From an optimization exercise on the open Yosys and OpenROAD flow, aimed at small area; shortcuts taken in it are not production practice.
At most, simulation tests tie the RTL to the original design; equivalence was not proved.
Power and IR drop assume default switching activity.

## MotionDetection
module MotionDetection(clk, ena, rst, din1, din2, dout, state, count,
                       sr_we, sr_addr, sr_wdata, sr_rdata,
                       cr_we, cr_addr, cr_wdata, cr_rdata);
Size: roughly 3300 cells after synthesis, about 210 flip-flops, roughly 1300 I/O pins, about 32000 um2 of cells after synthesis.
==> flow/config.mk <==
export PLATFORM = sky130hd
export DESIGN_NAME = MotionDetection
export DESIGN_NICKNAME = MotionDetection
export VERILOG_FILES = /design/flow/design.v
export SDC_FILE = /design/flow/constraint.sdc
export NUM_CORES = 8
export LEC_CHECK = 0
export ABC_AREA = 1
export CAP_MARGIN = 20
export CORE_AREA = 4 4 428 428
export CTS_CLUSTER_DIAMETER = 150
export CTS_CLUSTER_SIZE = 22
export DIE_AREA = 0 0 432 432
export PLACE_DENSITY = 0.95
export SLEW_MARGIN = 20
==> flow/constraint.sdc <==
create_clock -name core_clock -period 10.0 [get_ports {clk}]
set_input_delay 2.0000 -clock core_clock [delete_from_list [all_inputs] [get_ports {clk}]]
set_output_delay 2.0000 -clock core_clock [all_outputs]
set_load 0.01 [all_outputs]
standard.sh (not shown) runs the stock make flow with config.mk's settings and CLKGATE_MAP_FILE= SYNTH_SCRIPT=/design/flow/synth_recipe.tcl, a recipe that flattens the netlist after the stock synthesis.
==> flow/flow/run.sh <==
#!/bin/bash
# Standard layout (the standard.sh) with three changes:
#  - the port buffers that ORFS's buffer_ports inserts on every input and output
#    are sky130_fd_sc_hd__buf_1;
#  - yosys synth runs with -noabc (SYNTH_ARGS), so the explicit full-adder
#    structure of the RTL reaches extract_fa as written;
#  - the final ABC mapping uses flow/abc_area.script (an area-oriented script)
#    instead of ORFS's abc_area.script.
# Everything else, registers included, is the standard synthesis and layout.
set -euo pipefail
here=$(pwd)
mkdir -p scripts
for f in "$FLOW_HOME"/scripts/*; do ln -sf "$f" scripts/; done
rm -f scripts/abc_area.script
cp flow/abc_area.script scripts/abc_area.script
bash standard.sh SCRIPTS_DIR="$here/scripts" SYNTH_ARGS=-noabc \
  BUFFER_PORTS_ARGS="-buffer_cell sky130_fd_sc_hd__buf_1" finish > orfs_make.log 2>&1
==> flow/flow/abc_area.script <==
strash
&get -n
&st
&syn2
&dch
&nf
&put
topo
stime -c
upsize -c
dnsize -c
Edit:
--- a/flow/design.v
+++ b/flow/design.v
@@ -421,47 +421,37 @@
 genvar t;
 integer i;
 wire ld_c  = (count >= 9'd48)  && (count < 9'd112);
 wire ld_01 = (count >= 9'd160) && (count < 9'd224);
 wire ld_11 = (count >= 9'd272) && (count < 9'd336);
 wire ld_12 = (count >= 9'd384) && (count < 9'd448);
 wire ld_21 = (count >= 9'd448);
 wire [3:0] lr = count[5:2] + (ld_c ? 4'd4 : ld_01 ? 4'd8 : ld_11 ? 4'd12 : 4'd0);
 wire [1:0] lk = count[1:0];
 wire tx0 = ld_c  | ld_11 | ld_12;
 wire tx1 = ld_01 | ld_11 | ld_21;
 wire tx2 = ld_01 | ld_12 | ld_21;
-wire [1:0] ty0 = ld_c  ? 2'd0 : ld_11 ? 2'd1 : 2'd2;
-wire [1:0] ty1 = ld_01 ? 2'd0 : ld_11 ? 2'd1 : 2'd2;
-wire [1:0] ty2 = ld_01 ? 2'd0 : ld_12 ? 2'd1 : 2'd2;
 wire [31:0] wd2   = ld_12 ? din1 : din2;        
 wire [31:0] bus01 = lk[1] ? din1 : din2;
 wire [31:0] bus23 = lk[1] ? din2 : wd2;
 wire [31:0] bus45 = lk[1] ? wd2  : din1;
-reg  [5:0] lwe;
-reg  [6:0] laddr [0:5];
-always @* begin
-  lwe[0] = (tx0 & lk == 2'd0) | (tx1 & lk == 2'd2);
-  laddr[0] = lk[1] ? {1'b1, ty1, lr} : {1'b0, ty0, lr};
-  lwe[1] = (tx0 & lk == 2'd1) | (tx1 & lk == 2'd3);
-  laddr[1] = lk[1] ? {1'b1, ty1, lr} : {1'b0, ty0, lr};
-  lwe[2] = (tx0 & lk == 2'd2) | (tx2 & lk == 2'd0);
-  laddr[2] = lk[1] ? {1'b0, ty0, lr} : {1'b1, ty2, lr};
-  lwe[3] = (tx0 & lk == 2'd3) | (tx2 & lk == 2'd1);
-  laddr[3] = lk[1] ? {1'b0, ty0, lr} : {1'b1, ty2, lr};
-  lwe[4] = (tx1 & lk == 2'd0) | (tx2 & lk == 2'd2);
-  laddr[4] = lk[1] ? {1'b1, ty2, lr} : {1'b0, ty1, lr};
-  lwe[5] = (tx1 & lk == 2'd1) | (tx2 & lk == 2'd3);
-  laddr[5] = lk[1] ? {1'b1, ty2, lr} : {1'b0, ty1, lr};
-end
+wire [5:0] lwe;
+wire [5:0] lhi = {lk[1], lk[1], ~lk[1], ~lk[1], lk[1], lk[1]};
+assign lwe[0] = (tx0 & lk == 2'd0) | (tx1 & lk == 2'd2);
+assign lwe[1] = (tx0 & lk == 2'd1) | (tx1 & lk == 2'd3);
+assign lwe[2] = (tx0 & lk == 2'd2) | (tx2 & lk == 2'd0);
+assign lwe[3] = (tx0 & lk == 2'd3) | (tx2 & lk == 2'd1);
+assign lwe[4] = (tx1 & lk == 2'd0) | (tx2 & lk == 2'd2);
+assign lwe[5] = (tx1 & lk == 2'd1) | (tx2 & lk == 2'd3);
+wire [5:0] lrow = {ld_c | ld_01 ? 2'd0 : ld_11 ? 2'd1 : ld_12 ? 2'd3 : 2'd2, lr};
 wire [1:0] step = (slot >= 4'd9) ? 2'd3 : (slot >= 4'd6) ? 2'd2 : (slot >= 4'd3) ? 2'd1 : 2'd0;
 wire [1:0] grow = slot - {step, 1'b0} - {2'b0, step};    
 wire       run  = (slot < 4'd12);
 wire       last = (loc == ((grow == 2'd2 || slot == 4'd0) ? 6'd36 : 6'd34));
 always @(posedge clk) begin
   if (ena) begin
     if (count == 9'd511) begin
       slot <= 4'd0;
       loc <= 6'd0;
     end else if (run & last) begin
       if (slot != 4'd0 || count == 9'd111) begin
         slot <= slot + 4'd1;
@@ -475,30 +465,36 @@
 wire st0 = (step == 2'd0), st1 = (step == 2'd1), st2 = (step == 2'd2), st3 = (step == 2'd3);
 wire [5:0] s = {2'b0, st0, st1, st2, st3};
 wire [5:0] xl = cx - s;
 wire [5:0] xr = cx + s;
 wire       act = run & (loc < 6'd32);
 wire [3:0] rr = loc[4:1];
 wire       rh = loc[0];
 wire [5:0] gy = cy + (grow == 2'd0 ? -s : grow == 2'd1 ? 6'd0 : s);    
 wire [5:0] ry = gy + {2'b0, rr};
 wire [5:0] xb = xl + {1'b0, rh, 3'b0};        
 wire [3:0] q0 = xb[5:2];
 wire       cv = xl[2];
+wire [5:0] rowa = page ? ry : lrow;
+wire [5:0] rowb = page ? lrow : ry;
+wire       ry1 = (ry[5:4] == 2'd1), ry2 = (ry[5:4] == 2'd2);
 generate
 for (t = 0; t < 12; t = t + 1) begin : sr
   localparam M = t % 6;
   wire ldset = (t < 6) ? ~page : page;       
+  wire sel = (q0 > M);                       
+  wire mv4 = ~ldset & ((M >= 2 && sel && ry1) || (M <= 3 && !sel && ry2));
+  wire [5:0] row = (t < 6) ? rowa : rowb;
   assign sr_we[t] = ena & ldset & lwe[M];
-  assign sr_addr[7*t+6:7*t] = ldset ? laddr[M] : {(q0 > M), ry};
+  assign sr_addr[7*t+6:7*t] = {ldset ? lhi[M] : sel, row[5:4] | {mv4, mv4}, row[3:0]};
   assign sr_wdata[32*t+31:32*t] = (M < 2) ? bus01 : (M < 4) ? bus23 : bus45;
 end
 for (t = 0; t < 2; t = t + 1) begin : cr
   assign cr_we[t] = ena & ld_c;
   assign cr_addr[7*t+6:7*t] = ld_c ? {page, lk[0] ^ t[0], lr, lk[1]} : {~page, cv, rr, rh};
   assign cr_wdata[32*t+31:32*t] = ~din1;
 end
 endgenerate
 assign cr_we[3:2] = 2'b00;
 assign cr_addr[27:14] = 14'd0;
 assign cr_wdata[127:64] = 128'd0;
 reg  [5:0] base0, base1, base2;    
Power came out higher by 3.6%.
Sequential cell count grows by 1.
Cell area is higher by 0.31%.
Sequential power hardly moves.
Worst setup slack loses 0.17 ns.
Hold slack gets better by 0.0042 ns.
Utilization barely changes.
Non-clock buffer count went down by 17.
Maximum frequency falls by 1.8%.
Die area does not change.
Function not checked in the second run of this note: the RTL went through the layout flow alone.

re-timing with driven ports:
The results above use ideal ports. As a check the final layouts listed here were re-extracted and re-timed, cells and wires unchanged. Step 1, drivers: a clkbuf_16 drives clk and a buf_2 each remaining input, both assumed. Step 2, shift: input delay + t, output delay - t, t = (earliest + latest rising clock arrival at the registers) / 2. This alone moves slack from input paths to output paths. Slacks: ideal / step 1 / step 2; pairs: ideal / step 1.
run | shift t [ns] | slack for setup (ns) | cell pins on the clock port's net
the first run | 0.544 | 0.785 / 0.717 / 0.745 | 1
the second run | 0.536 | 0.613 / 0.556 / 0.663 | 1
After both steps setup and hold are still met in every run listed. The setup slack of the first run, which loses most, moves by -0.068 ns with the drivers and by -0.040 ns with both steps.
